This design comes from an exercise in tuning for small area on the open sky130 flow, not from production work.
Function was checked by simulation only, so behaviour that the tests miss may differ from the original.
Power figures rest on the tool's default switching activity, not on a simulated workload. The clock port is modelled as an ideal driver; clocking choices that lean on that would not hold on a real chip.

Setup of P:
// Multiplierless_Correlator
module Multiplierless_Correlator #(parameter FBIT = 7) (
	input clk, rst,
	input ena,
	input [15:0] CR_in,
	output reg [4+FBIT:0] CR_out
);
clock: 10.0 ns
lec_check: 0
cap_margin: 0
core_margin: 2
core_utilization: 60
cts_buf_list: sky130_fd_sc_hd__clkbuf_16
cts_cluster_diameter: 110
cts_cluster_size: 30
slew_margin: 0
synth_hierarchical: 1
standard.sh (not shown) runs the stock make flow with config.mk's settings and CLKGATE_MAP_FILE= SYNTH_SCRIPT=/design/flow/synth_recipe.tcl, a recipe that flattens the netlist after the stock synthesis.
==> flow/flow/run.sh <==
#!/bin/bash
# The standard layout (standard.sh), with the smallest buffer on the ports and
# clock tree settings: clkbuf_16 leaves, clkbuf_8 root, no dummy loads.
set -euo pipefail
bash standard.sh "BUFFER_PORTS_ARGS=-buffer_cell sky130_fd_sc_hd__buf_1" \
  "CTS_ARGS=-sink_clustering_enable -repair_clock_nets -sink_clustering_size 30 -sink_clustering_max_diameter 110 -buf_list sky130_fd_sc_hd__clkbuf_16 -root_buf sky130_fd_sc_hd__clkbuf_8 -dont_use_dummy_load" \
  finish > standard_flow.log 2>&1
Changes in T relative to P:
--- a/flow/design.v
+++ b/flow/design.v
@@ -1005,25 +1005,40 @@
 ML_fa u_fa370 (.a(c356), .b(c357), .c(c358), .s(s370), .co(c370));
 ML_fa u_fa371 (.a(c359), .b(c360), .c(c361), .s(s371), .co(c371));
 ML_fa u_fa372 (.a(s370), .b(c362), .c(c363), .s(s372), .co(c372));
 ML_fa u_fa373 (.a(c364), .b(s371), .c(c365), .s(s373), .co(c373));
 ML_fa u_fa374 (.a(c366), .b(s372), .c(c367), .s(s374), .co(c374));
 ML_fa u_fa375 (.a(s373), .b(c368), .c(s374), .s(s375), .co(c375));
-ML_fa u_fa376 (.a(c370), .b(c371), .c(c372), .s(s376), .co(c376));
-ML_fa u_fa377 (.a(c373), .b(s376), .c(c374), .s(s377), .co(c377));
+assign s376 = c370 ^ c371 ^ c372;
+assign s377 = c373 ^ s376 ^ c374;
 wire [11:0] r0 = {c375, c369, c355, s355, c279, c233, s233, c142, s142, s98, s57, s21};
 wire [11:0] r1 = {s377, s375, s369, 1'b0, s325, s279, 1'b0, s187, 1'b0, 1'b0, 1'b0, s22};
-wire [12:0] rc;
 wire [11:0] y;
-assign rc[0] = 1'b0;
-assign y[0] = r0[0] ^ r1[0];
-assign rc[1] = r0[0] & r1[0];
-genvar gi;
-generate for (gi = 1; gi < 12; gi = gi + 1) begin: rca
-	ML_fa u_fa (.a(r0[gi]), .b(r1[gi]), .c(rc[gi]), .s(y[gi]), .co(rc[gi+1]));
-end endgenerate
+assign y[0] = s21 ^ s22;
+wire yc0 = s21 & s22;
+assign y[1] = s57 ^ yc0;
+wire yc1 = s57 & yc0;
+assign y[2] = s98 ^ yc1;
+wire yc2 = s98 & yc1;
+assign y[3] = s142 ^ yc2;
+wire yc3 = s142 & yc2;
+wire yc4;
+ML_fa u_yfa4 (.a(c142), .b(s187), .c(yc3), .s(y[4]), .co(yc4));
+assign y[5] = s233 ^ yc4;
+wire yc5 = s233 & yc4;
+wire yc6;
+ML_fa u_yfa6 (.a(c233), .b(s279), .c(yc5), .s(y[6]), .co(yc6));
+wire yc7;
+ML_fa u_yfa7 (.a(c279), .b(s325), .c(yc6), .s(y[7]), .co(yc7));
+assign y[8] = s355 ^ yc7;
+wire yc8 = s355 & yc7;
+wire yc9;
+ML_fa u_yfa9 (.a(c355), .b(s369), .c(yc8), .s(y[9]), .co(yc9));
+wire yc10;
+ML_fa u_yfa10 (.a(c369), .b(s375), .c(yc9), .s(y[10]), .co(yc10));
+assign y[11] = c375 ^ s377 ^ yc10;
 always @(posedge clk) begin
 	CR_out <= CR_out_d;
 end
 wire [7:0] x1_d;
 ML_hold #(.W(8)) u_x1_hold (.ld(ld), .hd(hd), .a(iCR_in), .q(x1), .d(x1_d));
 wire [7:0] x2_d;
[summary]
Total power of the final layout: T lower than P. Changes observed in T relative to P: per-cell via count in the routed design went down by about 1%; pin count of the biggest net entering global routing went up by about 6.4%; wire length went down by about 3.4%; design area was more or less identical. T completed end to end with timing, DRC and antenna clean.

[re-timing with driven ports]
How much do the figures lean on ideal ports? The routed layouts below were timed once more, with nothing changed but the port constraints.
Step 1 (the two cells are an assumption about what drives the block):
set clk [get_ports {clk}]
set_driving_cell -lib_cell sky130_fd_sc_hd__clkbuf_16 $clk
set_driving_cell -lib_cell sky130_fd_sc_hd__buf_2 [delete_from_list [all_inputs] $clk]
Step 2 moves the port delays by t, midway between the first and last clock arrival at a register: inputs arrive t later, outputs are due t later. That takes back most of the time a late clock gives input paths.
Slacks: ideal / step 1 / step 2; pairs: ideal / step 1.
| run | shift t [ns] | setup slack, ns | worst slew at a driven data input, ns | pins driven straight from the clock port |
|---|---|---|---|---|
| P | 0.778 | 1.527 / 1.527 / 1.527 | 0.08 | 1 |
| T | 0.762 | 1.988 / 1.988 / 1.988 | 0.12 | 1 |
After both steps setup and hold are still met in every run listed.
